From an optimization exercise on the open Yosys and OpenROAD flow, aimed at small area and a short achievable clock period; shortcuts taken in it are not production practice.
RTL that was checked went through simulation tests only; none was proved equivalent to the original.
Function not checked in runs 1 to 4: the RTL went through the layout flow alone.
No activity file was given, so power comes from the tool's default toggle rates.

## flow/design.v

```verilog
module cpu_core (
    input         clk,
    input         rst,
    output [7:0]  imem_addr,
    input  [31:0] imem_data,
    output [7:0]  rf_raddr1,
    output [7:0]  rf_raddr2,
    input  [15:0] rf_rdata1,
    input  [15:0] rf_rdata2,
    output        rf_we,
    output [7:0]  rf_waddr,
    output [15:0] rf_wdata,
    output [7:0]  dmem_addr,
    input  [15:0] dmem_rdata,
    output        dmem_we,
    output [15:0] dmem_wdata
);
    reg  [7:0]  pc;
    reg         valid;           
    reg         ir_bubble;       
    reg  [23:0] ir;              
    reg  [2:0]  ir_q;            
    reg  [2:0]  ir_f;            
    reg  [7:0]  pc_d;            
    reg         pred_d;          
    reg  [7:0]  btb;             
    reg  [4:0]  bp_tag [0:7];
    reg  [7:0]  bp_taken;
    reg         ir_alive;        
    reg         ci_alive;        
    reg  [1:0]  ph;              
    reg         s_b;             
    reg  [2:0]  s_f;             
    reg  [23:0] ci;              
    reg         ci_cond;         
    reg  [7:0]  ci_nt;
    reg  [7:0]  ci_pc;
    reg         ci_pred;
    reg  [3:0]  mq;
    reg  [2:0]  mf;
    reg         mb1, mb3;
    reg  [23:0] ip;              
    reg  [7:0]  mar;
    reg  [15:0] mbr;
    function [15:0] carry16(input [15:0] a, input [15:0] b, input cin);
        reg [15:0] g, t, gg, tt;
        integer i, l, j;
        begin
            g = a & b;
            t = a | b;
            for (l = 0; l < 4; l = l + 1) begin
                gg = g; tt = t;
                for (i = 0; i < 16; i = i + 1) begin
                    if (((i >> l) & 1) == 1) begin
                        j = ((i >> l) << l) - 1;
                        gg[i] = g[i] | (t[i] & g[j]);
                        tt[i] = t[i] & t[j];
                    end
                end
                g = gg; t = tt;
            end
            carry16 = {g[14:0] | (t[14:0] & {15{cin}}), cin};
        end
    endfunction
    wire m_rfop   = mq[3];
    wire m_pipe   = mq[3] & mq[1];
    wire m_op1mbr = m_pipe & ~mq[0];
    wire m_op2mbr = m_pipe & mq[0];
    wire m_op2imm = mq[3] & ~mq[1] & mq[0];
    wire m_beq    = (mq == 4'b0001);
    wire m_mar    = ~mq[3] & mq[2];
    wire m_marA   = m_mar & ~mq[1] & ~mq[0];
    wire m_latch  = m_mar & ~mq[1];
    wire m_st     = m_mar & mq[1];
    wire m_sti    = m_st & mq[0];
    assign imem_addr = pc;
    assign rf_raddr1 = ci[23:16];
    assign rf_raddr2 = ci[15:8];
    assign rf_waddr  = ci[7:0];
    assign rf_we     = m_rfop;
    assign dmem_we   = mb1;
    assign dmem_addr = mar;
    assign dmem_wdata = mbr;
    wire [15:0] op1 = m_op1mbr ? mbr : rf_rdata1;
    wire [15:0] op2 = m_op2mbr ? mbr : m_op2imm ? {8'b0, ci[15:8]} : rf_rdata2;
    wire s_pass = (mf == 3'd0);
    wire s_add  = (mf == 3'd1);
    wire s_sub  = (mf == 3'd2);
    wire s_xor  = (mf == 3'd3);
    wire s_and  = (mf == 3'd4);
    wire s_or   = (mf == 3'd5);
    wire [15:0] op2x = op2 ^ {16{s_sub}};
    wire [15:0] c_as = carry16(op1, op2x, s_sub);
    wire [15:0] t  = op1 | op2;
    wire [15:0] g  = op1 & op2;
    wire s_x0 = s_add | s_sub | s_xor;
    wire s_as = s_add | s_sub;
    wire [15:0] res;
    assign res[0] = (op1[0] & s_pass) | ((t[0] & s_x0) & ~g[0]) |
                    (g[0] & s_and) | (t[0] & s_or);
    assign res[15:1] = (op1[15:1] & {15{s_pass}}) |
                       (((op1[15:1] ^ c_as[15:1]) & {15{s_as}}) ^ (op2x[15:1] & {15{s_as}})) |
                       ((t[15:1] & {15{s_xor}}) & ~g[15:1]) |
                       (g[15:1] & {15{s_and}}) | (t[15:1] & {15{s_or}});
    assign rf_wdata = res;
    wire eq       = ~|((t & {16{m_beq}}) & ~g);    
    wire br_alu   = ci_cond;
    wire flush    = br_alu & (m_beq ? (eq ^ ci_pred) : ci_pred);
    wire taken    = m_beq & eq;
    wire q_none  = ir_bubble | (ir_q == 3'd0) | (ir_q == 3'd7);
    wire q_reg   = ~ir_bubble & (ir_q == 3'd1);
    wire q_imm   = ~ir_bubble & (ir_q == 3'd2);
    wire q_mema  = ~ir_bubble & (ir_q == 3'd3);
    wire q_memb  = ~ir_bubble & (ir_q == 3'd4);
    wire q_store = ~ir_bubble & (ir_q == 3'd5);
    wire q_beq   = ~ir_bubble & (ir_q == 3'd6);
    wire q_multi = q_mema | q_memb | q_store;
    wire ph_idle = (ph == 2'd0);
    wire ph_s2   = ph[0];                     
    wire dep     = (ph == 2'd3 && !mq[0]) ? 1'b0 :
                   ((ir[23:16] == ci[7:0]) | (ir[15:8] == ci[7:0]));
    wire spec_ok = ~dep & (flush | ~q_multi);
    wire exec_ready = ph_idle | (ph_s2 & spec_ok);
    wire adv     = valid & exec_ready;
    wire cu_clr  = flush | ~valid;
    wire [3:0] mq_single = q_reg ? 4'b1000 : q_imm ? 4'b1001 : q_beq ? 4'b0001 : 4'b0000;
    always @(posedge clk) begin
        if (cu_clr) begin
            ph  <= 2'd0;
            mq  <= 4'b0000;
            mb1 <= 1'b0;
            mb3 <= 1'b0;
        end else begin
            case (ph)
                2'd0: begin
                    ph  <= q_mema | q_memb ? 2'd1 : q_store ? 2'd3 : 2'd0;
                    mq  <= q_mema ? 4'b0100 : q_memb ? 4'b0101 :
                           q_store ? {3'b011, ir_f[0]} : mq_single;
                    mb1 <= 1'b0;
                    mb3 <= 1'b0;
                end
                2'd1: begin
                    ph  <= 2'd2;
                    mq  <= spec_ok ? mq_single : 4'b0000;
                    mb1 <= 1'b0;
                    mb3 <= 1'b1;
                end
                2'd2: begin
                    ph  <= 2'd0;
                    mq  <= {3'b101, s_b};
                    mb1 <= 1'b0;
                    mb3 <= 1'b0;
                end
                default: begin
                    ph  <= 2'd0;
                    mq  <= spec_ok ? mq_single : 4'b0000;
                    mb1 <= 1'b1;
                    mb3 <= 1'b0;
                end
            endcase
        end
        s_b <= mq[0];
        s_f <= mf;
        mf <= (ph == 2'd2) ? s_f : ir_f;
        if (cu_clr) begin
            ci      <= 24'b0;
            ci_cond <= 1'b0;
        end else if (ph == 2'd2) begin
            ci      <= ip;
            ci_cond <= 1'b0;
        end else if (ir_bubble) begin
            ci      <= 24'b0;
            ci_cond <= 1'b0;
        end else begin
            ci      <= ir;
            ci_cond <= ir_q[2] & ir_q[1];
        end
        ci_nt   <= btb;
        ci_pc   <= pc_d;
        ci_pred <= pred_d;
        ip  <= ci;
        mbr <= m_st ? (m_sti ? {8'b0, ci[23:16]} : rf_rdata1) : dmem_rdata;
    end
    always @(posedge clk or posedge rst) begin
        if (rst)
            mar <= 8'b0;
        else if (m_mar)
            mar <= m_marA ? ci[23:16] : ci[15:8];
    end
    wire [7:0] op       = imem_data[31:24];
    wire       i_cond   = (op[7:4] == 4'h6);
    wire       i_uncond = (op[7:4] == 4'h4);
    wire       f_nz     = (op[2:0] != 3'd0);
    wire [2:0] i_q =
        (op[7:3] == 5'b00000 && f_nz) ? 3'd1 :
        (op[7:3] == 5'b00100 && f_nz) ? 3'd2 :
        ((op[7:3] == 5'b00010 && f_nz) || op == 8'h80) ? 3'd3 :
        (op[7:3] == 5'b00001 && f_nz) ? 3'd4 :
        (op == 8'h81 || op == 8'h91) ? 3'd5 :
        (op == 8'h60) ? 3'd6 :
        i_cond ? 3'd7 : 3'd0;
    wire [2:0] i_f = (op == 8'h81 || op == 8'h91) ? {2'b0, op[4]} : op[2:0];
    wire [2:0] idx   = pc[2:0];
    wire       hit   = (bp_tag[idx] == pc[7:3]);
    wire       pred  = i_cond & hit & bp_taken[idx];
    wire [7:0] pc_next = i_uncond ? imem_data[23:16] :
                         pred ? imem_data[7:0] : {pc[7:1] + 7'd1, pc[0]};
    always @(posedge clk or posedge rst) begin
        if (rst) begin
            pc        <= 8'b0;
            valid     <= 1'b0;
            ir_bubble <= 1'b1;
        end else begin
            valid <= 1'b1;
            if (adv) begin
                ir_bubble <= flush;
                pc <= flush ? ci_nt : pc_next;
            end
        end
    end
    always @(posedge clk) begin
        if (i_cond)
            btb <= imem_data[7:0];
        if (adv) begin
            ir     <= imem_data[23:0];
            ir_q   <= i_q;
            ir_f   <= i_f;
            pc_d   <= pc;
            pred_d <= pred;
        end
    end
    wire       claim   = i_cond & ~hit;
    wire       alive_d = (claim && pc[2:0] == pc_d[2:0]) ? (pc[7:3] == pc_d[7:3]) : ir_alive;
    wire       upd_alu = br_alu & ci_alive;
    always @(posedge clk) begin
        ci_alive <= alive_d;
        ir_alive <= adv ? (i_cond | hit) : alive_d;
    end
    integer k;
    always @(posedge clk) begin
        if (claim)
            bp_tag[idx] <= pc[7:3];
    end
    always @(posedge clk or posedge rst) begin
        if (rst)
            bp_taken <= 8'b0;
        else begin
            for (k = 0; k < 8; k = k + 1) begin
                if (upd_alu && ci_pc[2:0] == k)
                    bp_taken[k] <= taken;
                else if (claim && idx == k)
                    bp_taken[k] <= 1'b0;
            end
        end
    end
endmodule
```

## flow/standard.sh

```bash
#!/bin/bash
# synth_recipe.tcl (not shown) runs the flow's synth.tcl, then flattens the netlist and writes it again
# the make line also repeats each setting of config.mk as NAME=value (left out here)
make -C /OpenROAD-flow-scripts/flow DESIGN_CONFIG=/design/flow/config.mk WORK_HOME=/design/flow/orfs CLKGATE_MAP_FILE= SYNTH_SCRIPT=/design/flow/synth_recipe.tcl "${@:-finish}"
```

## flow/constraint.sdc

```tcl
create_clock -name core_clock -period 11.0 [get_ports {clk}]
set_input_delay 2.2000 -clock core_clock [delete_from_list [all_inputs] [get_ports {clk}]]
set_output_delay 2.2000 -clock core_clock [all_outputs]
set_load 0.01 [all_outputs]
```

## flow/flow/run.sh

```bash
#!/bin/bash
set -euo pipefail
export BUFFER_PORTS_ARGS="-buffer_cell sky130_fd_sc_hd__buf_1"
bash standard.sh > standard_flow.log 2>&1
```

## flow/config.mk

```make
export PLATFORM = sky130hd
export DESIGN_NAME = cpu_core
export DESIGN_NICKNAME = cpu_core
export VERILOG_FILES = /design/flow/design.v
export SDC_FILE = /design/flow/constraint.sdc
export NUM_CORES = 4
export LEC_CHECK = 0
export ABC_AREA = 1
export CAP_MARGIN = 20
export CORE_MARGIN = 2
export CORE_UTILIZATION = 40
export SETUP_SLACK_MARGIN = 5
export SLEW_MARGIN = 20
export SYNTH_MEMORY_MAX_BITS = 16384
```

==> impl_metrics.env, run 1 <==
export IMPL_cp_required_ns=8.80
export IMPL_holdBufCountCts=0
export IMPL_synth_edff_count=87
export IMPL_synthCells=1313
export IMPL_fill_cells=2535
export IMPL_synth_area_top_cells="edfxtp_1 (25%), dfxtp_1 (18%), nand2_1 (13%), dfrtp_1 (6.0%), nand3_1 (5.4%)"
export IMPL_io_buffers=155
export IMPL_grt_pass1_wl_mm=49.2
export IMPL_antenna_found_initial=0
export IMPL_slew_limit_headroom=0.283
export IMPL_p_leak_uw=0.00535
export IMPL_ys_flop_type="dfxtp_1"
export IMPL_ys_ff_latch=206
export IMPL_synthesis_area_sq_um=10500
export IMPL_peakVddDrop_v=0.000126
export IMPL_arrival_ns=3.89
export IMPL_drv_slew=0
export IMPL_powerDensity_nw_per_um2=184
export IMPL_rows=59
export IMPL_cp_end_kind="primary output"
export IMPL_wl_per_cell_um=17.0
export IMPL_yosys_top_cells_count="nand2_1 (369), inv_1 (123), nand3_1 (114)"
export IMPL_path_clk_slew_ns=0.05
export IMPL_avgSynthCellArea_sq_um=8.00
export IMPL_dpl_cell_area_sq_um=11300
export IMPL_max_freq_mhz=164
export IMPL_placedCellCount=1761
export IMPL_yosysSeqAreaShare=0.488
export IMPL_overflow=0
export IMPL_synth_async_reset_ratio=0.126
export IMPL_min_path_type="reg2reg"
export IMPL_outcome="complete, no violations"
export IMPL_ant_nets=0
export IMPL_finalCriticalPeriod_ns=6.09
export IMPL_ys_warn_count=1
export IMPL_yosysTopAreaCellShare=0.249
export IMPL_io_pins=156
export IMPL_cts_sinks=206
export IMPL_core_sq_um=25900
export IMPL_crit_fanout=3
export IMPL_die_w_um=166
export IMPL_final_setup_viol_count=0
export IMPL_dieArea_sq_um=27600
export IMPL_drive_gt1_frac=0.125
export IMPL_diodes=0
export IMPL_nNetsFinal=1562
export IMPL_first_iter_violations=777
export IMPL_start_util=0.405
export IMPL_clk_path_buf_depth=3
export IMPL_htree_levels=1
export IMPL_crit_type="in2out"
export IMPL_synthDistinctLibCells=52
export IMPL_drt_wl_total_mm=31.1
export IMPL_cts_tree="done"
export IMPL_instances_no_fill=1828
export IMPL_rsz0062_at_grt="true"
export IMPL_die_height_um=166
export IMPL_yosys_area_top_type="edfxtp_1"
export IMPL_syn_nets=1399
export IMPL_routabilityCongestion=0.956
export IMPL_vias_per_cell=5.22
export IMPL_finalHoldViolCount=0
export IMPL_grt_pass1_vias=9038
export IMPL_first_pass_iters=5
export IMPL_place_hpwl_mm=22.2
export IMPL_cp_start_kind="primary input"
export IMPL_yosysMostFrequentCell="nand2_1"
export IMPL_fin_area_sq_um=12600
export IMPL_tightest_slew_ns=1.07
export IMPL_numCtsBuffers=24
export IMPL_fin_crit_sh=0.554
export IMPL_syn2layout_area_growth_pct=19.8
export IMPL_grt_max_degree=57
export IMPL_drc_errors=0
export IMPL_finClkSkew_ns=0.0188
export IMPL_vias=9542
export IMPL_cap_violations=0
export IMPL_whs_ns=0.338
export IMPL_clockRootBuffer="clkbuf_16"
export IMPL_setup_tns_ns=0
export IMPL_grt_usage=0.221
export IMPL_clk_latency_ns=0.52
path summary, 6_finish.rpt:
kind                                  startpoint                 endpoint  slack, ns  cells past startpoint
worst min register to register  btb[6]$_DFFE_PP_         ci_nt[6]$_DFF_P_       0.34                      0
max in group asynchronous                    rst       mar[7]$_DFFE_PP0P_       8.75                      3
worst max register to register  mq[0]$_SDFF_PP0_         ir[17]$_DFFE_PP_       6.54                     15
min in group asynchronous                    rst  bp_taken[7]$_DFFE_PP0P_       1.75                      2
worst max-delay path                rf_rdata2[2]              rf_wdata[6]       4.91                     15
worst min-delay path            btb[6]$_DFFE_PP_         ci_nt[6]$_DFF_P_       0.34                      0
metrics by stage:
step | utilization | power [uW] | worst slack, ns
floorplan | - | 1330 | 5.01
global placement | 0.436 | 1500 | 4.54
global route | 0.485 | 2440 | 4.75
detailed placement | 0.437 | 1510 | 4.52
CTS | 0.481 | 2310 | 4.95
finish | 0.485 | 2310 | 4.91
metal layers:
| layer | vias up | global-route usage | wire length (um) |
|---|---|---|---|
| li1 | 4728 | - | - |
| met1 | 4416 | 0.301 | 13900 |
| met4 | 0 | 0.0469 | 512 |
| met3 | 51 | 0.0405 | 2110 |
| met2 | 347 | 0.369 | 14500 |
| met5 | - | 0 | 0 |
logic make-up after synthesis:
kind of cell / share of synthesized area
simple gates: 0.280
compound gates: 0.123
flops: 0.488
buf+inv: 0.0694
xor+xnor: 0.0334
fa+ha+maj: 0.00477
other cells: 0.000357
where the power goes:
part / internal, uW / switching, uW
logic: 198 / 363
registers: 893 / 97.2
clock network: 442 / 321
total: 1530 / 780
repair_timing:
item,4_1_cts,5_1_grt
endpoints found under the setup margin,15,14
setup buffers,19,4
pin swaps,24,17
gates resized for setup,73,20
gates cloned,0,0
worst max-delay path: stages:
cell	delay, ns
buf_1	0.08
nand2_1	0.09
nand3_2	0.12
xor2_2	0.18
nand2_1	0.14
nand2_2	0.08
nor2_2	0.16
nand2_1	0.11
nand3_2	0.11
nand3_2	0.08
a21oi_2	0.14
nor2_1	0.05
nand2_1	0.10
nand2_1	0.08
buf_2	0.15
sequential cells by signal (all words and copies together), names as in the netlist, 2 cells and up:
name      flops
bp_tag       40
ci           24
ip           24
ir           24
mbr          16
bp_taken      8
btb           8
ci_nt         8
mar           8
pc            8
pc_d          8
mq            4
ci_pc         3
ir_f          3
ir_q          3
mf            3
s_f           3
ph            2
final cells by class:
class | instances | area (sq um) | area share
clock inverters | 14 | 119 | 0.00945
flip-flops and latches | 206 | 5130 | 0.408
multi-input cells | 930 | 4940 | 0.393
well taps | 335 | 419 | 0.0333
clock buffers | 29 | 641 | 0.0509
inverters | 130 | 488 | 0.0388
repair buffers | 184 | 847 | 0.0673
layout by cell type (no fill, tap or decap), drive strengths merged, types with 2 or more instances in the layout:
master	instances
inv	128
o31ai	6
xor2	27
nor2	93
clkinv	10
a211oi	8
edfxtp	87
nor3	20
dfrtp	25
a31oi	2
nand3b	3
o2111ai	3
clkbuf	30
o21ai	95
clkinvlp	5
a221oi	2
o22ai	15
dfxtp	93
a22oi	11
a21oi	56
buf	183
ha	4
nand2	382
o211ai	4
xnor2	13
nand4	30
o21a	15
nor4	7
or2	11
nand3	118
==> run 2: changes to the inputs <==
--- a/flow/config.mk
+++ b/flow/config.mk
@@ -8,7 +8,9 @@
 export ABC_AREA = 1
 export CAP_MARGIN = 20
 export CORE_MARGIN = 2
-export CORE_UTILIZATION = 40
+export CORE_UTILIZATION = 60
+export CTS_BUF_LIST = sky130_fd_sc_hd__clkbuf_8 sky130_fd_sc_hd__clkbuf_4
+export CTS_CLUSTER_SIZE = 40
 export SETUP_SLACK_MARGIN = 5
 export SLEW_MARGIN = 20
 export SYNTH_MEMORY_MAX_BITS = 16384
==> run 2 against run 1 <==
  * Register-to-register slack worse by 0.03 ns
  * Synthesized area stayed put
  * Die area is 33% lower
  * Sequential cell count stayed put
  * Critical endpoint is now rf_wdata[11]
==> impl_metrics.env, run 2 <==
export IMPL_outcome="complete, no violations"
export IMPL_setup_tns_ns=0
export IMPL_nNetsFinal=1562
export IMPL_ys_flop_type="dfxtp_1"
export IMPL_cp_required_ns=8.80
export IMPL_crit_type="in2out"
export IMPL_final_setup_viol_count=0
export IMPL_die_height_um=136
export IMPL_io_buffers=155
export IMPL_drc_errors=0
export IMPL_drive_gt1_frac=0.123
export IMPL_ant_nets=0
export IMPL_synth_async_reset_ratio=0.126
export IMPL_slowest_stage="nor2_1"
export IMPL_synthesis_area_sq_um=10500
export IMPL_grt_pass1_wl_mm=45.2
export IMPL_grt_pass1_vias=9011
export IMPL_mostFrequentLayoutCells="nand2_1 (355), buf_1 (142), inv_1 (123)"
export IMPL_diodes=0
export IMPL_top_register="bp_tag"
export IMPL_arrival_ns=3.93
export IMPL_cp_top_family="simple AND/OR/NAND/NOR gates"
export IMPL_die_w_um=136
export IMPL_ys_warn_count=1
export IMPL_io_pins=156
export IMPL_syn2layout_area_growth_pct=16.6
export IMPL_numCtsBuffers=36
export IMPL_max_freq_mhz=163
export IMPL_cts_sinks=206
export IMPL_p_leak_uw=0.00531
export IMPL_crit_fanout=8
export IMPL_yosys_area_top_type="edfxtp_1"
export IMPL_first_iter_violations=787
export IMPL_antenna_found_initial=0
export IMPL_fill_cells=1473
export IMPL_largest_reg_flops=40
export IMPL_seq_area_sq_um=5130
export IMPL_dieArea_sq_um=18600
export IMPL_tightest_slew_ns=1.04
export IMPL_rows=48
export IMPL_cp_start_kind="primary input"
export IMPL_yosysTopAreaCellShare=0.249
export IMPL_yosysMostFrequentCell="nand2_1"
export IMPL_grt_max_degree=57
export IMPL_yosys_top_cells_count="nand2_1 (369), inv_1 (123), nand3_1 (114)"
export IMPL_r2r_setup_slack_ns=6.51
export IMPL_fin_ws_ns=4.87
export IMPL_yosysSeqAreaShare=0.488
export IMPL_syn_nets=1399
export IMPL_dp_slack_ns=4.58
export IMPL_path_cells="buf_1 -> nand2_1 -> nand3_2 -> xor2_2 -> nor2_1 -> a21oi_2 -> nand2_4 -> nand2_4 -> nand3_4 -> nand2_2 -> nand3_2 -> nand2_1 -> o21ai_1 -> buf_2"
export IMPL_fin_crit_sh=0.557
export IMPL_slowest_delay_ns=0.28
export IMPL_clockRootBuffer="clkbuf_8"
export IMPL_min_path_type="reg2reg"
export IMPL_routabilityCongestion=0.949
export IMPL_cp_end_kind="primary output"
export IMPL_drv_slew=0
export IMPL_synthCells=1313
export IMPL_finClkSkew_ns=0.0193
export IMPL_synth_area_top_cells="edfxtp_1 (25%), dfxtp_1 (18%), nand2_1 (13%), dfrtp_1 (6.0%), nand3_1 (5.4%)"
export IMPL_clk_path_buf_depth=3
export IMPL_first_pass_iters=5
export IMPL_vias_per_cell=5.66
export IMPL_rsz0062_at_grt="true"
export IMPL_critPathBufInv=2
export IMPL_multi_input_area_sq_um=4870
export IMPL_synth_edff_count=87
export IMPL_finalHoldViolCount=0
export IMPL_powerDensity_nw_per_um2=184
export IMPL_clk_latency_ns=0.54
export IMPL_final_common_cell="nand2_1"
export IMPL_synthDistinctLibCells=52
export IMPL_wl_per_cell_um=17.0
export IMPL_cap_violations=0
export IMPL_peakVddDrop_v=0.000145
export IMPL_drt_wl_total_mm=29.3
export IMPL_slew_limit_headroom=0.307
export IMPL_path_clk_slew_ns=0.05
export IMPL_vias=9784
export IMPL_place_hpwl_mm=20.3
export IMPL_cts_tree="done"
export IMPL_ys_ff_latch=206
export IMPL_start_util=0.611
export IMPL_finalCriticalPeriod_ns=6.13
export IMPL_avgSynthCellArea_sq_um=8.00
export IMPL_htree_levels=2
export IMPL_grt_usage=0.312
export IMPL_core_sq_um=17200
export IMPL_overflow=0
run 2: cell counts after synthesis:
Identical to the previous run, type by type.
run 2: final timing paths:
check / from / endpoint / cells past startpoint
worst min register to register: btb[6]$_DFFE_PP_ / ci_nt[6]$_DFF_P_ / 0
worst min-delay path: btb[6]$_DFFE_PP_ / ci_nt[6]$_DFF_P_ / 0
min in group asynchronous: rst / bp_taken[3]$_DFFE_PP0P_ / 3
max in group asynchronous: rst / ir_bubble$_DFFE_PP1P_ / 3
worst max register to register: pc[1]$_DFFE_PP0P_ / bp_tag[6][3]$_DFFE_PP_ / 12
worst max-delay path: rf_rdata2[2] / rf_wdata[11] / 14
run 2: layout make-up:
class,count,share of cell area
sequential,206,0.419
multi-input combinational,930,0.398
timing repair buffer,172,0.0596
clock buffer,52,0.0508
inverter,130,0.0399
tap,225,0.0230
clock inverter,14,0.00941
run 2: per-stage QoR:
step                      cells  area, sq um   util  hold slack (ns)  total power, uW
after global placement     1650        11200  0.649            0.324             1490
after global routing       1729        12200  0.712            0.345             2360
final                      1729        12200  0.712            0.338             2250
after detailed placement   1650        11200  0.649            0.327             1500
after CTS                  1727        12100  0.707            0.332             2240
after floorplan            1313        10500      -            0.323             1330
run 2: repair_timing:
action                                  CTS  global route
cloned                                    0             0
endpoints found under the setup margin   12            14
buffers inserted                         11             2
hold buffers                              0             0
resized for setup                        56            23
pin swaps                                20            15
run 2: kinds of logic after synthesis:
kind of cell    share of synthesized area
flops                               0.488
xor+xnor                           0.0334
other cells                      0.000357
fa+ha+maj                         0.00477
buf+inv                            0.0694
simple gates                        0.280
compound gates                      0.123
run 2: worst register-to-register path: stages (launching register included):
cell	delay, ns
dfrtp_1	0.60
inv_1	0.20
nor2_1	0.82
a21oi_1	0.17
nand4_1	0.22
nand2_1	0.09
nand2_1	0.07
nand2_1	0.05
nand2_1	0.07
nor2_1	0.10
a21oi_1	0.75
inv_1	0.25
nor3_1	0.73
run 2: metal layers:
metal / track usage / up-vias / routed length, um
met5: 0 / - / 0
met4: 0.115 / 0 / 813
met3: 0.0529 / 69 / 2060
met2: 0.499 / 412 / 13700
met1: 0.430 / 4567 / 12800
li1: - / 4736 / -
run 2: power breakdown:
group | total [uW] | internal (uW) | switching [uW] | leakage [uW]
Combinational | 544 | 189 | 355 | 0.00298
Clock | 716 | 395 | 321 | 0.000395
Sequential | 989 | 893 | 95.7 | 0.00193
==> run 3: changes to the inputs <==
--- a/flow/design.v
+++ b/flow/design.v
@@ -83,27 +83,28 @@
     assign dmem_wdata = mbr;
     wire [15:0] op1 = m_op1mbr ? mbr : rf_rdata1;
     wire [15:0] op2 = m_op2mbr ? mbr : m_op2imm ? {8'b0, ci[15:8]} : rf_rdata2;
+    wire [15:0] nop2 = ~op2;
+    wire [15:0] c_add = carry16(op1, op2, 1'b0);
+    wire [15:0] c_sub = carry16(op1, nop2, 1'b1);
     wire s_pass = (mf == 3'd0);
     wire s_add  = (mf == 3'd1);
     wire s_sub  = (mf == 3'd2);
     wire s_xor  = (mf == 3'd3);
     wire s_and  = (mf == 3'd4);
     wire s_or   = (mf == 3'd5);
-    wire [15:0] op2x = op2 ^ {16{s_sub}};
-    wire [15:0] c_as = carry16(op1, op2x, s_sub);
     wire [15:0] t  = op1 | op2;
     wire [15:0] g  = op1 & op2;
     wire s_x0 = s_add | s_sub | s_xor;
-    wire s_as = s_add | s_sub;
     wire [15:0] res;
     assign res[0] = (op1[0] & s_pass) | ((t[0] & s_x0) & ~g[0]) |
                     (g[0] & s_and) | (t[0] & s_or);
     assign res[15:1] = (op1[15:1] & {15{s_pass}}) |
-                       (((op1[15:1] ^ c_as[15:1]) & {15{s_as}}) ^ (op2x[15:1] & {15{s_as}})) |
+                       (((op1[15:1] ^ c_add[15:1]) & {15{s_add}}) ^ (op2[15:1] & {15{s_add}})) |
+                       (((op1[15:1] ^ c_sub[15:1]) & {15{s_sub}}) ^ (nop2[15:1] & {15{s_sub}})) |
                        ((t[15:1] & {15{s_xor}}) & ~g[15:1]) |
                        (g[15:1] & {15{s_and}}) | (t[15:1] & {15{s_or}});
     assign rf_wdata = res;
-    wire eq       = ~|((t & {16{m_beq}}) & ~g);    
+    wire eq       = (rf_rdata1 == rf_rdata2);
     wire br_alu   = ci_cond;
     wire flush    = br_alu & (m_beq ? (eq ^ ci_pred) : ci_pred);
     wire taken    = m_beq & eq;
@@ -178,8 +179,12 @@
         ci_nt   <= btb;
         ci_pc   <= pc_d;
         ci_pred <= pred_d;
-        ip  <= ci;
-        mbr <= m_st ? (m_sti ? {8'b0, ci[23:16]} : rf_rdata1) : dmem_rdata;
+        if (m_latch)
+            ip <= ci;
+        if (m_st)
+            mbr <= m_sti ? {8'b0, ci[23:16]} : rf_rdata1;
+        else if (mb3)
+            mbr <= dmem_rdata;
     end
     always @(posedge clk or posedge rst) begin
         if (rst)
--- a/flow/config.mk
+++ b/flow/config.mk
@@ -8,9 +8,7 @@
 export ABC_AREA = 1
 export CAP_MARGIN = 20
 export CORE_MARGIN = 2
-export CORE_UTILIZATION = 60
-export CTS_BUF_LIST = sky130_fd_sc_hd__clkbuf_8 sky130_fd_sc_hd__clkbuf_4
-export CTS_CLUSTER_SIZE = 40
+export CORE_UTILIZATION = 40
 export SETUP_SLACK_MARGIN = 5
 export SLEW_MARGIN = 20
 export SYNTH_MEMORY_MAX_BITS = 16384
==> run 3 against run 2 <==
  * First-iteration DRC count fell by 14%
  * Sequential share of layout area fell by 2.3 points
  * Total power rose by 5.0%
  * Die area rose by 62%
  * Non-clock buffer count rose by 15
  * Critical path type unchanged
  * Synthesized cell count rose by 11%
  * Final area rose by 14%
  * Worst hold slack improved by 0.0017 ns
  * Critical path depth rose by 3
==> impl_metrics.env, run 3 <==
export IMPL_setup_tns_ns=0
export IMPL_yosysSeqAreaShare=0.482
export IMPL_p_leak_uw=0.00605
export IMPL_cts_sinks=207
export IMPL_first_iter_violations=679
export IMPL_final_common_cell="nand2_1"
export IMPL_final_setup_viol_count=0
export IMPL_fin_crit_sh=0.545
export IMPL_yosysMostFrequentCell="nand2_1"
export IMPL_drive_gt1_frac=0.173
export IMPL_multi_input_area_sq_um=5540
export IMPL_vias_per_cell=5.21
export IMPL_antenna_found_initial=0
export IMPL_nNetsFinal=1713
export IMPL_vias=10600
export IMPL_clk_latency_ns=0.53
export IMPL_diodes=0
export IMPL_arrival_ns=3.79
export IMPL_htree_levels=1
export IMPL_cp_start_kind="primary input"
export IMPL_wl_per_cell_um=17.2
export IMPL_synthesis_area_sq_um=11500
export IMPL_numCtsBuffers=23
export IMPL_critPathMostFrequentCell="nand2_2"
export IMPL_top_register="bp_tag"
export IMPL_yosys_top_cells_count="nand2_1 (426), inv_1 (195), edfxtp_1 (127)"
export IMPL_die_w_um=174
export IMPL_ys_flop_type="edfxtp_1"
export IMPL_yosysTopAreaCellShare=0.331
export IMPL_max_freq_mhz=167
export IMPL_ant_nets=0
export IMPL_first_pass_iters=5
export IMPL_clockRootBuffer="clkbuf_16"
export IMPL_drt_wl_total_mm=34.8
export IMPL_ys_warn_count=1
export IMPL_grt_max_degree=40
export IMPL_grt_usage=0.223
export IMPL_tightest_slew_ns=1.02
export IMPL_finalHoldViolCount=0
export IMPL_rsz0062_at_grt="true"
export IMPL_clk_path_buf_depth=3
export IMPL_slowest_stage="nand3_4"
export IMPL_synth_edff_count=127
export IMPL_yosys_area_top_type="edfxtp_1"
export IMPL_finalCriticalPeriod_ns=5.99
export IMPL_mostFrequentLayoutCells="nand2_1 (364), inv_1 (174), buf_1 (130)"
export IMPL_syn2layout_area_growth_pct=21.6
export IMPL_drc_errors=0
export IMPL_synthCells=1461
export IMPL_start_util=0.403
export IMPL_slowest_delay_ns=0.16
export IMPL_holdBufCountCts=0
export IMPL_avgSynthCellArea_sq_um=7.88
export IMPL_ys_ff_latch=207
export IMPL_grt_pass1_vias=10100
export IMPL_routabilityCongestion=0.932
export IMPL_syn_nets=1547
export IMPL_seq_area_sq_um=5550
export IMPL_fill_cells=2779
export IMPL_whs_ns=0.339
export IMPL_path_clk_slew_ns=0.06
export IMPL_synth_area_top_cells="edfxtp_1 (33%), nand2_1 (14%), dfxtp_1 (9.4%), inv_1 (6.4%), dfrtp_1 (5.4%)"
export IMPL_dieArea_sq_um=30100
export IMPL_core_sq_um=28500
export IMPL_synthDistinctLibCells=63
export IMPL_peakVddDrop_v=0.000127
export IMPL_crit_type="in2out"
export IMPL_place_hpwl_mm=25.0
export IMPL_grt_pass1_wl_mm=53.6
export IMPL_cap_violations=0
export IMPL_die_height_um=174
export IMPL_crit_fanout=7
export IMPL_cp_end_kind="primary output"
export IMPL_largest_reg_flops=40
export IMPL_min_path_type="reg2reg"
export IMPL_cts_tree="done"
export IMPL_io_pins=156
export IMPL_synth_async_reset_ratio=0.126
export IMPL_rows=62
export IMPL_overflow=0
export IMPL_total_power_uw=2360
export IMPL_outcome="complete, no violations"
export IMPL_powerDensity_nw_per_um2=169
export IMPL_cp_top_family="simple AND/OR/NAND/NOR gates"
export IMPL_slew_limit_headroom=0.319
export IMPL_io_buffers=155
export IMPL_critPathBufInv=4
export IMPL_path_cells="buf_6 -> inv_4 -> nand2_4 -> o21ai_4 -> inv_2 -> nand2_2 -> nand2_2 -> nand2_2 -> nor2_4 -> nor2_4 -> nand3_4 -> nand2_2 -> nand2_2 -> nand2_1 -> nand3_1 -> nand3_1 -> buf_2"
export IMPL_finClkSkew_ns=0.0224
export IMPL_cp_required_ns=8.80
export IMPL_drv_slew=0
## run 3: changes by cell type after synthesis, moves of 11 or more
| cell | before | now |
|---|---|---|
| o21ai_1 | 21 | 4 |
| xor2_1 | 27 | 14 |
| nor2_1 | 88 | 115 |
| nand2_1 | 369 | 426 |
| o21ai_0 | 68 | 41 |
| o21a_1 | 14 | 1 |
| edfxtp_1 | 87 | 127 |
| dfxtp_1 | 93 | 54 |
| nand3_1 | 114 | 125 |
| inv_1 | 123 | 195 |
## run 3: worst paths after layout
check / from / to / slack (ns) / depth (start not counted)
worst max-delay path: rf_rdata1[5] / rf_wdata[14] / 5.01 / 17
worst min-delay path: btb[6]$_DFFE_PP_ / ci_nt[6]$_DFF_P_ / 0.34 / 0
worst max register to register: mq[0]$_SDFF_PP0_ / ir[1]$_DFFE_PP_ / 7.04 / 13
worst min register to register: btb[6]$_DFFE_PP_ / ci_nt[6]$_DFF_P_ / 0.34 / 0
max in group asynchronous: rst / ir_bubble$_DFFE_PP1P_ / 8.92 / 3
min in group asynchronous: rst / bp_taken[7]$_DFFE_PP0P_ / 1.73 / 3
## run 3: cell type report
class,count,share of cell area
Timing Repair Buffer,187,0.0639
Inverter,206,0.0563
Clock inverter,7,0.00438
Tap cell,384,0.0343
Multi-Input combinational cell,1002,0.396
Clock buffer,35,0.0486
Sequential cell,207,0.396
## run 3: metal layers
metal  global-route usage  vias to the layer above  part of all wire
met5                    0                        -                 0
li1                     -                     5185                 -
met1                0.289                     4928              0.42
met4               0.0672                        0             0.026
met2                0.389                      397              0.49
met3               0.0298                       62             0.062
## run 3: report_power, final
part | internal (uW) | switching, uW
logic | 202 | 408
clock network | 432 | 310
registers | 920 | 89.3
## run 3: cell families after synthesis
family                   count (synthesis)  share of synthesized area
other                                    1                   0.000326
adder cells (fa/ha/maj)                  4                    0.00435
buffers and inverters                  252                     0.0897
XOR/XNOR                                25                     0.0190
AND/OR/NAND/NOR                        774                      0.294
flip-flops                             207                      0.482
AO/OA/AOI/OAI                          198                      0.111
## run 3: stage by stage
step | setup WS [ns] | std cells | utilization | instance area (sq um)
after floorplan | 5.45 | 1461 | - | 11500
final | 5.01 | 2028 | 0.490 | 14000
after global placement | 4.78 | 1964 | 0.434 | 12400
after CTS | 4.99 | 2010 | 0.466 | 13300
after detailed placement | 4.83 | 1964 | 0.434 | 12400
after global routing | 4.90 | 2028 | 0.490 | 14000
## run 3: timing repair
item / CTS / global route
endpoints found under the setup margin: 11 / 14
buffers inserted: 4 / 18
pin swaps: 8 / 45
resized for setup: 39 / 179
==> run 4: changes to the inputs <==
--- a/flow/design.v
+++ b/flow/design.v
@@ -81,30 +81,29 @@
     assign dmem_we   = mb1;
     assign dmem_addr = mar;
     assign dmem_wdata = mbr;
-    wire [15:0] op1 = m_op1mbr ? mbr : rf_rdata1;
-    wire [15:0] op2 = m_op2mbr ? mbr : m_op2imm ? {8'b0, ci[15:8]} : rf_rdata2;
-    wire [15:0] nop2 = ~op2;
-    wire [15:0] c_add = carry16(op1, op2, 1'b0);
-    wire [15:0] c_sub = carry16(op1, nop2, 1'b1);
+    wire [15:0] op1 = (mbr & {16{m_op1mbr}}) | (rf_rdata1 & {16{~m_op1mbr}});
     wire s_pass = (mf == 3'd0);
     wire s_add  = (mf == 3'd1);
     wire s_sub  = (mf == 3'd2);
     wire s_xor  = (mf == 3'd3);
     wire s_and  = (mf == 3'd4);
     wire s_or   = (mf == 3'd5);
-    wire [15:0] t  = op1 | op2;
-    wire [15:0] g  = op1 & op2;
-    wire s_x0 = s_add | s_sub | s_xor;
-    wire [15:0] res;
-    assign res[0] = (op1[0] & s_pass) | ((t[0] & s_x0) & ~g[0]) |
-                    (g[0] & s_and) | (t[0] & s_or);
-    assign res[15:1] = (op1[15:1] & {15{s_pass}}) |
-                       (((op1[15:1] ^ c_add[15:1]) & {15{s_add}}) ^ (op2[15:1] & {15{s_add}})) |
-                       (((op1[15:1] ^ c_sub[15:1]) & {15{s_sub}}) ^ (nop2[15:1] & {15{s_sub}})) |
-                       ((t[15:1] & {15{s_xor}}) & ~g[15:1]) |
-                       (g[15:1] & {15{s_and}}) | (t[15:1] & {15{s_or}});
+    wire        rf2_pos = ~m_op2mbr & ~m_op2imm & ~s_sub;
+    wire        rf2_neg = ~m_op2mbr & ~m_op2imm & s_sub;
+    wire [15:0] op2e = (m_op2mbr ? mbr : {8'b0, ci[15:8]}) ^ {16{s_sub}};
+    wire [15:0] op2x = (rf_rdata2 & {16{rf2_pos}}) | (~rf_rdata2 & {16{rf2_neg}}) |
+                       (op2e & {16{m_op2mbr | m_op2imm}});
+    wire [15:0] c_as = carry16(op1, op2x, s_sub);
+    wire [15:0] t  = op1 | op2x;      
+    wire [15:0] g  = op1 & op2x;
+    wire s_as = s_add | s_sub;
+    wire [15:0] lf  = (op1 & {16{s_pass}}) | ((t & {16{s_xor}}) & ~g) |
+                      (g & {16{s_and}}) | (t & {16{s_or}});
+    wire [15:0] r_c1 = (~t & {16{s_as}}) | (g & {16{s_as}}) | lf;
+    wire [15:0] r_c0 = ((t & {16{s_as}}) & ~g) | lf;
+    wire [15:0] res  = (c_as & r_c1) | (~c_as & r_c0);
     assign rf_wdata = res;
-    wire eq       = (rf_rdata1 == rf_rdata2);
+    wire eq       = ~|((t & {16{m_beq}}) & ~g);    
     wire br_alu   = ci_cond;
     wire flush    = br_alu & (m_beq ? (eq ^ ci_pred) : ci_pred);
     wire taken    = m_beq & eq;
@@ -179,12 +178,8 @@
         ci_nt   <= btb;
         ci_pc   <= pc_d;
         ci_pred <= pred_d;
-        if (m_latch)
-            ip <= ci;
-        if (m_st)
-            mbr <= m_sti ? {8'b0, ci[23:16]} : rf_rdata1;
-        else if (mb3)
-            mbr <= dmem_rdata;
+        ip  <= ci;
+        mbr <= m_st ? (m_sti ? {8'b0, ci[23:16]} : rf_rdata1) : dmem_rdata;
     end
     always @(posedge clk or posedge rst) begin
         if (rst)
--- a/flow/config.mk
+++ b/flow/config.mk
@@ -8,7 +8,9 @@
 export ABC_AREA = 1
 export CAP_MARGIN = 20
 export CORE_MARGIN = 2
-export CORE_UTILIZATION = 40
+export CORE_UTILIZATION = 60
+export CTS_BUF_LIST = sky130_fd_sc_hd__clkbuf_8 sky130_fd_sc_hd__clkbuf_4
+export CTS_CLUSTER_SIZE = 40
 export SETUP_SLACK_MARGIN = 5
 export SLEW_MARGIN = 20
 export SYNTH_MEMORY_MAX_BITS = 16384
==> run 4 against run 3 <==
  * First-iteration DRC count up 7.4%
  * Critical path depth is 1 lower
  * Combinational power is 13% lower
  * Sequential power is essentially flat
  * Count of clock-buffer cells in the layout grew 13
  * Synthesized area decreased by 8.8%
  * Total power decreased by 5.6%
  * Worst setup slack got worse by 0.11 ns
  * Die area fell by 38%
  * Largest cell class unchanged
==> impl_metrics.env, run 4 <==
export IMPL_fill_cells=1455
export IMPL_cts_sinks=206
export IMPL_cp_end_kind="primary output"
export IMPL_drive_gt1_frac=0.146
export IMPL_clk_path_buf_depth=3
export IMPL_cp_required_ns=8.80
export IMPL_cts_tree="done"
export IMPL_grt_pass1_wl_mm=44.7
export IMPL_dpl_cell_area_sq_um=11100
export IMPL_io_buffers=155
export IMPL_min_path_type="reg2reg"
export IMPL_instances_no_fill=1679
export IMPL_first_pass_iters=5
export IMPL_first_iter_violations=729
export IMPL_clockRootBuffer="clkbuf_8"
export IMPL_finClkSkew_ns=0.0361
export IMPL_finalHoldViolCount=0
export IMPL_tightest_slew_ns=1.02
export IMPL_yosysMostFrequentCell="nand2_1"
export IMPL_yosys_area_top_type="edfxtp_1"
export IMPL_drv_slew=0
export IMPL_cp_top_family="simple AND/OR/NAND/NOR gates"
export IMPL_final_setup_viol_count=0
export IMPL_diodes=0
export IMPL_fin_crit_sh=0.555
export IMPL_rsz0062_at_grt="true"
export IMPL_vias_per_cell=5.66
export IMPL_placedCellCount=1597
export IMPL_hp_start="btb[3]$_DFFE_PP_"
export IMPL_yosysSeqAreaShare=0.488
export IMPL_core_sq_um=17200
export IMPL_p_seq_frac=0.443
export IMPL_grt_max_degree=53
export IMPL_cp_startpoint="rf_rdata2[0]"
export IMPL_die_height_um=136
export IMPL_die_w_um=136
export IMPL_cp_start_kind="primary input"
export IMPL_synth_async_reset_ratio=0.126
export IMPL_overflow=0
export IMPL_slowest_stage="buf_2"
export IMPL_largest_reg_flops=40
export IMPL_cap_violations=0
export IMPL_drt_wl_total_mm=29.1
export IMPL_mostFrequentLayoutCells="nand2_1 (319), buf_1 (144), inv_1 (124)"
export IMPL_slowest_delay_ns=0.16
export IMPL_synth_simple_area_share=0.260
export IMPL_dieArea_sq_um=18600
export IMPL_wl_per_cell_um=17.3
export IMPL_ant_nets=0
export IMPL_drc_errors=0
export IMPL_syn_nets=1351
export IMPL_clk_latency_ns=0.53
export IMPL_ys_ff_latch=206
export IMPL_synth_fa_ha_area_frac=0.00477
export IMPL_critPathBufInv=4
export IMPL_p_switching_uw=745
export IMPL_setup_tns_ns=0
export IMPL_rows=48
export IMPL_path_clk_slew_ns=0.06
export IMPL_top_register="bp_tag"
export IMPL_switching_share=0.334
export IMPL_peakVddDrop_v=0.000173
export IMPL_powerDensity_nw_per_um2=183
export IMPL_antenna_found_initial=0
export IMPL_crit_fanout=8
export IMPL_muxShareOfSynthArea=0
export IMPL_outcome="complete, no violations"
export IMPL_final_common_cell="nand2_1"
export IMPL_fin_area_sq_um=12200
export IMPL_synthDistinctLibCells=51
export IMPL_fin_util=0.711
export IMPL_critPathMostFrequentCell="nand3_2"
export IMPL_yosysTopAreaCellShare=0.249
export IMPL_finalCriticalPeriod_ns=6.10
export IMPL_ys_warn_count=1
export IMPL_nNetsFinal=1515
export IMPL_place_hpwl_mm=20.1
export IMPL_syn2layout_area_growth_pct=16.3
export IMPL_synth_area_top_cells="edfxtp_1 (25%), dfxtp_1 (18%), nand2_1 (12%), dfrtp_1 (6.0%), inv_1 (4.7%)"
export IMPL_numCtsBuffers=34
export IMPL_path_cells="buf_1 -> inv_1 -> nand3_2 -> nand3_2 -> nand3_2 -> inv_2 -> a21oi_2 -> o21ai_2 -> nand2_1 -> and2_4 -> o21ai_4 -> nand3_1 -> nand2_1 -> nand3_1 -> o211ai_1 -> buf_2"
export IMPL_p_leak_uw=0.00530
export IMPL_slew_limit_headroom=0.318
export IMPL_start_util=0.611
export IMPL_p_int_uw=1480
export IMPL_reg2reg_from="mq[0]$_SDFF_PP0_"
export IMPL_synth_compound_area_share=0.145
export IMPL_synth_xor_area_frac=0.0234
export IMPL_synthesis_area_sq_um=10500
export IMPL_holdBufCountCts=0
export IMPL_synth_top_family_by_area="simple AND/OR/NAND/NOR gates"
export IMPL_routabilityCongestion=0.945
export IMPL_avgSynthCellArea_sq_um=8.30
export IMPL_arrival_ns=3.90
export IMPL_yosys_top_cells_count="nand2_1 (328), inv_1 (132), nand3_1 (97)"
export IMPL_grt_pass1_vias=8776
export IMPL_crit_type="in2out"
export IMPL_htree_levels=2
export IMPL_combPwrFrac=0.238
export IMPL_ys_flop_type="dfxtp_1"
export IMPL_p_clk_frac=0.319
export IMPL_vias=9506
export IMPL_grt_usage=0.310
export IMPL_io_pins=156
export IMPL_max_freq_mhz=164
export IMPL_synthCells=1265
export IMPL_synth_edff_count=87
run 4: final cells by class:
class,instances,area [sq um],area share
timing repair buffer,182,806,0.0660
clock inverter,13,123,0.0100
clock buffer,48,598,0.0490
inverter,140,528,0.0432
tap,225,282,0.0231
multi-input combinational,865,4740,0.389
sequential,206,5130,0.420
run 4: worst register-to-register path: cells and delay by family, from the launching register on:
kind	cells	cell delay [ns]
compound gates	1	0.49
buf+inv	2	1.01
flops	1	0.31
simple gates	14	2.26
run 4: layer usage:
layer | up-vias | GRT usage | part of all wire | wire (um)
met5 | - | 0 | 0 | 0
met4 | 0 | 0.176 | 0.051 | 1470
met3 | 94 | 0.0470 | 0.073 | 2120
met2 | 414 | 0.492 | 0.46 | 13300
met1 | 4362 | 0.407 | 0.42 | 12200
li1 | 4636 | - | - | -
run 4: what timing repair did:
item                                   4_1_cts  5_1_grt
resized for setup                           41       50
endpoints found under the hold margin        0        0
setup buffers                                9       12
setup endpoints to repair                   14       15
pin swaps                                   10       18
run 4: metrics by stage:
step	worst slack, ns	power (uW)	hold slack (ns)
after CTS	4.94	2210	0.340
after detailed placement	4.52	1490	0.328
after floorplan	5.10	1330	0.323
after global routing	4.73	2350	0.342
final	4.90	2230	0.340
after global placement	4.50	1480	0.324
run 4: path summary, 6_finish.rpt:
path,slack (ns),end,cells past startpoint
min reg2reg,0.34,ci_nt[3]$_DFF_P_,0
min in group asynchronous,1.73,mar[1]$_DFFE_PP0P_,3
max,4.90,rf_wdata[15],16
max in group asynchronous,8.93,ir_bubble$_DFFE_PP1P_,3
min,0.34,ci_nt[3]$_DFF_P_,0
max reg2reg,6.53,ir[8]$_DFFE_PP_,17
run 4: logic make-up (layout without fill, tap and decap cells):
group           count (synthesis)  in the layout
compound gates                244            244
xor+xnor                       28             28
fa+ha+maj                       4              4
buf+inv                       194            383
flops                         206            206
other cells                     1              1
simple gates                  588            588
run 4: power by group through the flow:
stage	logic [uW]	clock network (uW)	registers [uW]
6_report	531	710	987
5_1_grt	592	755	998
4_1_cts	508	720	986
3_5_place_dp	490	0	1000
3_3_place_gp	484	0	1000
2_1_floorplan	356	0	974
==> run 5: changes to the inputs <==
--- a/flow/design.v
+++ b/flow/design.v
@@ -97,7 +97,7 @@
     wire [15:0] t  = op1 | op2x;      
     wire [15:0] g  = op1 & op2x;
     wire s_as = s_add | s_sub;
-    wire [15:0] lf  = (op1 & {16{s_pass}}) | ((t & {16{s_xor}}) & ~g) |
+    wire [15:0] lf  = (mbr & {16{s_pass}}) | ((t & {16{s_xor}}) & ~g) |
                       (g & {16{s_and}}) | (t & {16{s_or}});
     wire [15:0] r_c1 = (~t & {16{s_as}}) | (g & {16{s_as}}) | lf;
     wire [15:0] r_c0 = ((t & {16{s_as}}) & ~g) | lf;
==> flow/flow/run.sh (replaced) <==
#!/bin/bash
set -euo pipefail
export BUFFER_PORTS_ARGS="-buffer_cell sky130_fd_sc_hd__buf_1"
export CTS_ARGS="-sink_clustering_enable -repair_clock_nets -dont_use_dummy_load -buf_list {sky130_fd_sc_hd__clkbuf_8 sky130_fd_sc_hd__clkbuf_16}"
bash standard.sh > standard_flow.log 2>&1
==> run 5 against run 4 <==
  * Still clean
  * Non-clock buffer count decreased by 7
  * Synthesized cell count shrank 0.95%
  * Sequential power up 0.5%
  * Register-to-register slack worse by 0.10 ns
  * First-iteration DRC count rose by 14%
  * Combinational power fell by 2%
  * Count of clock-buffer cells in the layout is 26 lower
  * Total power shrank 4.9%
  * Wire length fell by 3.4%
  * Sequential cell count is the same
  * Critical path type unchanged
  * Largest cell class unchanged
==> impl_metrics.env, run 5 <==
export IMPL_grt_max_degree=54
export IMPL_path_clk_slew_ns=0.06
export IMPL_io_buffers=155
export IMPL_synthCells=1253
export IMPL_io_pins=156
export IMPL_die_height_um=135
export IMPL_ys_flop_type="dfxtp_1"
export IMPL_whs_ns=0.328
export IMPL_syn_nets=1339
export IMPL_fin_ws_ns=4.90
export IMPL_clk_path_buf_depth=3
export IMPL_synth_area_top_cells="edfxtp_1 (25%), dfxtp_1 (18%), nand2_1 (12%), dfrtp_1 (6.1%), nand3_1 (5.2%)"
export IMPL_synthDistinctLibCells=50
export IMPL_wl_per_cell_um=17.3
export IMPL_cp_end_kind="primary output"
export IMPL_antenna_found_initial=0
export IMPL_grt_pass1_vias=8797
export IMPL_overflow=0
export IMPL_p_leak_uw=0.00504
export IMPL_yosysTopAreaCellShare=0.254
export IMPL_yosysMostFrequentCell="nand2_1"
export IMPL_arrival_ns=3.90
export IMPL_rows=47
export IMPL_peakVddDrop_v=0.000222
export IMPL_min_path_type="reg2reg"
export IMPL_clockRootBuffer="clkbuf_16"
export IMPL_drv_slew=0
export IMPL_drt_wl_total_mm=28.1
export IMPL_tightest_slew_ns=1.04
export IMPL_cp_num_cells=16
export IMPL_finalCriticalPeriod_ns=6.10
export IMPL_crit_type="in2out"
export IMPL_powerDensity_nw_per_um2=179
export IMPL_largest_reg_flops=40
export IMPL_drc_errors=0
export IMPL_clk_latency_ns=0.50
export IMPL_critPathBufInv=4
export IMPL_syn2layout_area_growth_pct=15.2
export IMPL_yosys_area_top_type="edfxtp_1"
export IMPL_rsz0062_at_grt="true"
export IMPL_start_util=0.617
export IMPL_max_freq_mhz=164
export IMPL_ys_warn_count=1
export IMPL_final_setup_viol_count=0
export IMPL_finalHoldViolCount=0
export IMPL_top_register="bp_tag"
export IMPL_vias_per_cell=5.82
export IMPL_fin_area_sq_um=11800
export IMPL_dpl_cell_area_sq_um=10900
export IMPL_setup_tns_ns=0
export IMPL_dieArea_sq_um=18200
export IMPL_cp_top_family="simple AND/OR/NAND/NOR gates"
export IMPL_ys_ff_latch=206
export IMPL_mostFrequentLayoutCells="nand2_1 (321), buf_1 (143), inv_1 (122)"
export IMPL_yosysSeqAreaShare=0.499
export IMPL_diodes=0
export IMPL_path_cells="buf_2 -> inv_1 -> nand3_2 -> nand3_2 -> nand3_4 -> o21ai_2 -> nand2_1 -> nand3_2 -> nand2_1 -> and2_4 -> o21ai_4 -> inv_2 -> o21ai_4 -> nand2_1 -> o21ai_1 -> buf_2"
export IMPL_synth_async_reset_ratio=0.126
export IMPL_vias=9421
export IMPL_yosys_top_cells_count="nand2_1 (342), inv_1 (128), nand3_1 (106)"
export IMPL_synthesis_area_sq_um=10300
export IMPL_slew_limit_headroom=0.307
export IMPL_avgSynthCellArea_sq_um=8.20
export IMPL_fill_cells=1353
export IMPL_final_common_cell="nand2_1"
export IMPL_cp_required_ns=8.80
export IMPL_htree_levels=1
export IMPL_cap_violations=0
export IMPL_place_hpwl_mm=19.4
export IMPL_outcome="complete, no violations"
export IMPL_first_pass_iters=7
export IMPL_drive_gt1_frac=0.114
export IMPL_dp_slack_ns=4.52
export IMPL_routabilityCongestion=0.965
export IMPL_reg2reg_depth=19
export IMPL_slowest_stage="o21ai_4"
export IMPL_numCtsBuffers=22
export IMPL_finClkSkew_ns=0.0279
export IMPL_ant_nets=0
export IMPL_slowest_delay_ns=0.19
export IMPL_cts_tree="done"
export IMPL_crit_fanout=7
export IMPL_first_iter_violations=831
export IMPL_fin_crit_sh=0.554
export IMPL_synth_edff_count=87
export IMPL_nNetsFinal=1486
export IMPL_grt_pass1_wl_mm=43.8
export IMPL_core_sq_um=16600
export IMPL_die_w_um=135
export IMPL_cts_sinks=206
export IMPL_cp_start_kind="primary input"
export IMPL_hold_depth=0
export IMPL_grt_usage=0.301
-- run 5: cell count changes after synthesis, moves of 8 or more --
cell	before	now
nand2_1	328	342
nand3_1	97	106
o21ai_0	83	73
o21ai_1	3	18
o21ai_2	19	11
o22ai_1	20	7
-- run 5: cell type report --
class	count	area, sq um	area share
Sequential cell	206	5130	0.434
Multi-Input combinational cell	858	4600	0.389
Timing Repair Buffer	175	751	0.0635
Clock buffer	22	551	0.0465
Inverter	137	519	0.0439
Tap cell	220	275	0.0233
-- run 5: worst paths after layout --
path,from,endpoint,slack (ns)
min,btb[1]$_DFFE_PP_,ci_nt[1]$_DFF_P_,0.33
max in group asynchronous,rst,ir_bubble$_DFFE_PP1P_,8.90
max,rf_rdata2[0],rf_wdata[10],4.90
min in group asynchronous,rst,mar[0]$_DFFE_PP0P_,1.77
min reg2reg,btb[1]$_DFFE_PP_,ci_nt[1]$_DFF_P_,0.33
max reg2reg,mq[0]$_SDFF_PP0_,pc_d[3]$_DFFE_PP_,6.43
-- run 5: timing repair --
action,CTS,global route
buffers inserted,7,7
setup endpoints to repair,13,12
pin swaps,11,22
endpoints found under the hold margin,0,0
cloned,0,0
gates resized for setup,40,62
hold buffers,0,0
-- run 5: per-stage QoR --
stage               std cells  utilization  total power, uW
global route             1618        0.711             2230
detailed placement       1582        0.654             1480
floorplan                1253            -             1320
global placement         1582        0.654             1470
CTS                      1611        0.697             2100
finish                   1618        0.711             2120
-- run 5: cell families (layout without fill, tap and decap cells) --
group	Yosys count	in the layout	synth area share
AOI/OAI and AO/OA	232	232	0.138
buffers and inverters	189	334	0.0787
DFF	206	206	0.499
xor gates and xnor gates	29	29	0.0247
and+or+nand+nor	592	592	0.254
other	1	1	0.000365
adders and majority gates	4	4	0.00487
-- run 5: layer usage --
| layer | global-route usage | vias to the layer above | routed length [um] |
|---|---|---|---|
| met4 | 0.0988 | 0 | 773 |
| met3 | 0.0424 | 67 | 2190 |
| met5 | 0 | - | 0 |
| li1 | - | 4540 | - |
| met1 | 0.425 | 4358 | 12200 |
| met2 | 0.481 | 456 | 12900 |
-- run 5: power breakdown --
| group | total (uW) | switching, uW | internal [uW] |
|---|---|---|---|
| Combinational | 518 | 334 | 185 |
| Clock | 609 | 259 | 350 |
| Sequential | 992 | 97.8 | 894 |
| Total | 2120 | 691 | 1430 |
-- run 5: worst reg2reg max path: stages, from the launching register on --
cell and delay, ns:
dfxtp_1 0.42, buf_4 0.27, inv_2 0.34, nand3_4 0.49, o21ai_2 0.37, nand3_4 0.12, buf_4 0.15, nand2_1 0.17
nand2_1 0.07, nor2_1 0.10, nand2_1 0.07, nor2_2 0.14, nand2_2 0.13, nand2_1 0.11, nand3_2 0.33, nand2_2 0.23
nand2_2 0.07, nand2_2 0.10, nand3_4 0.10, clkinv_4 0.40
==> run 6: changes to the inputs <==
==> flow/flow/run.sh (replaced) <==
#!/bin/bash
set -euo pipefail
export BUFFER_PORTS_ARGS="-buffer_cell sky130_fd_sc_hd__buf_1"
export CTS_ARGS="-sink_clustering_enable -repair_clock_nets -dont_use_dummy_load -sink_clustering_size 16 -sink_clustering_max_diameter 50 -buf_list {sky130_fd_sc_hd__clkbuf_8}"
bash standard.sh > standard_flow.log 2>&1
--- a/flow/config.mk
+++ b/flow/config.mk
@@ -8,9 +8,7 @@
 export ABC_AREA = 1
 export CAP_MARGIN = 20
 export CORE_MARGIN = 2
-export CORE_UTILIZATION = 60
-export CTS_BUF_LIST = sky130_fd_sc_hd__clkbuf_8 sky130_fd_sc_hd__clkbuf_4
-export CTS_CLUSTER_SIZE = 40
+export CORE_UTILIZATION = 70
 export SETUP_SLACK_MARGIN = 5
 export SLEW_MARGIN = 20
 export SYNTH_MEMORY_MAX_BITS = 16384
==> run 6 against run 5 <==
  * Still clean on timing, DRC and antenna
  * Sequential share of layout area increased by 1.1 points
  * Critical path depth rose by 2
  * Final cell count shrank 2.4%
  * Total power down 9.4%
  * Sequential cell count is the same
  * Worst hold slack worse by 0.0031 ns
  * Synthesized area stayed put
  * Final area fell by 2.5%
  * Clock skew up 0.031 ns
  * Register-to-register slack is essentially flat
  * Worst setup slack got worse by 0.049 ns
  * Critical endpoint is now rf_wdata[15]
==> impl_metrics.env, run 6 <==
export IMPL_cp_required_ns=8.80
export IMPL_final_common_cell="nand2_1"
export IMPL_drive_gt1_frac=0.113
export IMPL_core_sq_um=14400
export IMPL_peakVddDrop_v=0.000183
export IMPL_crit_fanout=2
export IMPL_yosysSeqAreaShare=0.499
export IMPL_top_register="bp_tag"
export IMPL_wl_met2_mm=13.1
export IMPL_arrival_ns=3.94
export IMPL_fin_crit_sh=0.559
export IMPL_first_pass_iters=6
export IMPL_final_setup_viol_count=0
export IMPL_min_path_type="reg2reg"
export IMPL_diodes=0
export IMPL_setup_tns_ns=0
export IMPL_ys_ff_latch=206
export IMPL_ys_flop_type="dfxtp_1"
export IMPL_holdBufCountCts=0
export IMPL_slew_limit_headroom=0.315
export IMPL_outcome="complete, no violations"
export IMPL_cts_tree="done"
export IMPL_max_freq_mhz=163
export IMPL_synthCells=1253
export IMPL_syn2layout_area_growth_pct=12.3
export IMPL_die_height_um=125
export IMPL_yosys_top_cells_count="nand2_1 (342), inv_1 (128), nand3_1 (106)"
export IMPL_routabilityCongestion=0.986
export IMPL_start_util=0.712
export IMPL_synth_area_top_cells="edfxtp_1 (25%), dfxtp_1 (18%), nand2_1 (12%), dfrtp_1 (6.1%), nand3_1 (5.2%)"
export IMPL_drv_slew=0
export IMPL_grt_pass1_vias=8908
export IMPL_clockRootBuffer="clkbuf_8"
export IMPL_met3_length_mm=2.86
export IMPL_drt_wl_total_mm=28.2
export IMPL_io_pins=156
export IMPL_syn_nets=1339
export IMPL_hold_depth=0
export IMPL_vias_per_cell=6.12
export IMPL_rows=44
export IMPL_cts_sinks=206
export IMPL_nNetsFinal=1483
export IMPL_avgSynthCellArea_sq_um=8.20
export IMPL_reg2reg_from="mq[1]$_SDFF_PP0_"
export IMPL_dr_max_layer_used="met4"
export IMPL_reg2reg_depth=22
export IMPL_place_hpwl_mm=18.9
export IMPL_io_buffers=155
export IMPL_cap_violations=0
export IMPL_yosysTopAreaCellShare=0.254
export IMPL_finalCriticalPeriod_ns=6.14
export IMPL_reg2reg_to="ir[15]$_DFFE_PP_"
export IMPL_fin_util=0.800
export IMPL_wl_per_cell_um=17.8
export IMPL_wl_met1_mm=11.1
export IMPL_synth_async_reset_ratio=0.126
export IMPL_p_leak_uw=0.00493
export IMPL_first_iter_violations=893
export IMPL_antenna_found_initial=0
export IMPL_tightest_slew_ns=1.02
export IMPL_finalHoldViolCount=0
export IMPL_crit_type="in2out"
export IMPL_cp_start_kind="primary input"
export IMPL_yosysMostFrequentCell="nand2_1"
export IMPL_numCtsBuffers=21
export IMPL_yosys_area_top_type="edfxtp_1"
export IMPL_placedCellCount=1546
export IMPL_ant_nets=0
export IMPL_overflow=0
export IMPL_die_w_um=125
export IMPL_cp_startpoint="rf_rdata2[8]"
export IMPL_largest_reg_flops=40
export IMPL_finClkSkew_ns=0.0587
export IMPL_powerDensity_nw_per_um2=166
export IMPL_rsz0062_at_grt="true"
export IMPL_min_to="ci_nt[1]$_DFF_P_"
export IMPL_r2r_setup_slack_ns=6.42
export IMPL_htree_levels=1
export IMPL_hp_start="btb[1]$_DFFE_PP_"
export IMPL_drc_errors=0
export IMPL_path_clk_slew_ns=0.09
export IMPL_mostFrequentLayoutCells="nand2_1 (322), buf_1 (141), inv_1 (125)"
export IMPL_total_power_uw=1920
export IMPL_instances_no_fill=1579
export IMPL_synthDistinctLibCells=50
export IMPL_vias=9669
export IMPL_grt_pass1_wl_mm=43.5
export IMPL_clk_latency_ns=0.52
export IMPL_cp_end_kind="primary output"
export IMPL_synthesis_area_sq_um=10300
export IMPL_clk_path_buf_depth=3
export IMPL_grt_usage=0.342
export IMPL_grt_max_degree=54
export IMPL_ys_warn_count=1
export IMPL_dieArea_sq_um=15700
export IMPL_synth_edff_count=87
## run 6: cell counts after synthesis
Identical to the previous run, type by type.
## run 6: final cells by class
cell class,instances,area [sq um]
clock buffers,21,289
fillers,1035,2880
inverters,137,519
multi-input cells,858,4630
flip-flops and latches,206,5130
well taps,184,230
repair buffers,173,738
## run 6: power by group
group	internal [uW]	switching (uW)	total, uW
Clock	170	233	403
Combinational	186	344	530
Sequential	893	95.0	988
Total	1250	672	1920
## run 6: cell families (layout without fill, tap and decap cells)
family	Yosys count	after routing	share of synthesized area
adders and majority gates	4	4	0.00487
other	1	1	0.000365
buffers and inverters	189	331	0.0787
and+or+nand+nor	592	592	0.254
DFF	206	206	0.499
xor gates and xnor gates	29	29	0.0247
AOI/OAI and AO/OA	232	232	0.138
## run 6: repair_timing
action | 4_1_cts | 5_1_grt
gates cloned | 0 | 0
endpoints found under the setup margin | 15 | 13
gates resized for setup | 45 | 62
pin swaps | 14 | 18
setup buffers | 7 | 5
## run 6: how the worst max path moves through the flow
stage | endpoint | slack, ns | cells after the start
global placement | rf_wdata[10] | 4.65 | 17
global route | rf_wdata[15] | 4.70 | 18
CTS | rf_wdata[3] | 4.95 | 11
finish | rf_wdata[15] | 4.86 | 18
detailed placement | rf_wdata[10] | 4.56 | 17
floorplan | rf_wdata[10] | 5.13 | 15
## run 6: worst max-delay path, stage by stage
cell,delay (ns)
buf_1,0.13
nand3_2,0.12
nand2_1,0.11
nand2_2,0.09
nand3_4,0.14
nand2_4,0.07
nor2_4,0.12
inv_1,0.05
nor2_2,0.13
inv_1,0.07
nor2_2,0.12
nand2_1,0.06
inv_1,0.09
nand3_2,0.06
nand2_1,0.08
o21ai_1,0.06
o21ai_1,0.09
buf_2,0.15
## run 6: stage by stage
stage          hold slack [ns]  instance area, sq um  setup slack, ns
6_report                 0.325                 11500             4.86
3_5_place_dp             0.327                 10800             4.56
5_1_grt                  0.331                 11500             4.70
2_1_floorplan            0.323                 10300             5.13
3_3_place_gp             0.324                 10800             4.65
4_1_cts                  0.327                 11300             4.95
## run 6: metal layers
metal  up-vias  track usage
met5         -            0
met4         0        0.129
met3       107       0.0582
met2       642        0.556
met1      4390        0.465
li1       4530            -

==> what the ideal ports hide <==
The results above use ideal ports. As a check the final layouts listed here were re-extracted and re-timed, cells and wires unchanged.
Step 1 (the two cells are an assumption about what drives the block):
set clk [get_ports {clk}]
set_driving_cell -lib_cell sky130_fd_sc_hd__clkbuf_16 $clk
set_driving_cell -lib_cell sky130_fd_sc_hd__buf_2 [delete_from_list [all_inputs] $clk]
Step 2 adds t to the input delays and takes it off the output delays; t is the mean of the earliest and latest rising clock arrival at the registers after step 1. Input paths then give back, and output paths get back, about the clock's delay inside the block.
Three values: no drivers, after step 1, after step 2; two values: the first two.
run	shift t [ns]	setup WS [ns]	worst register clock-pin slew, ns	cell pins on the clock port's net
run 1	0.553	4.911 / 4.889 / 4.889	0.07 / 0.07	1
run 2	0.570	4.870 / 4.850 / 4.850	0.06 / 0.06	1
run 3	0.563	5.007 / 4.976 / 4.976	0.06 / 0.06	1
run 4	0.549	4.896 / 4.871 / 4.871	0.07 / 0.07	1
run 5	0.526	4.904 / 4.882 / 4.882	0.06 / 0.06	1
run 6	0.535	4.855 / 4.832 / 4.832	0.09 / 0.09	1
After both steps every run listed still meets setup and hold. The setup slack of run 3, which loses most, moves by -0.031 ns with the drivers and by -0.031 ns with both steps.
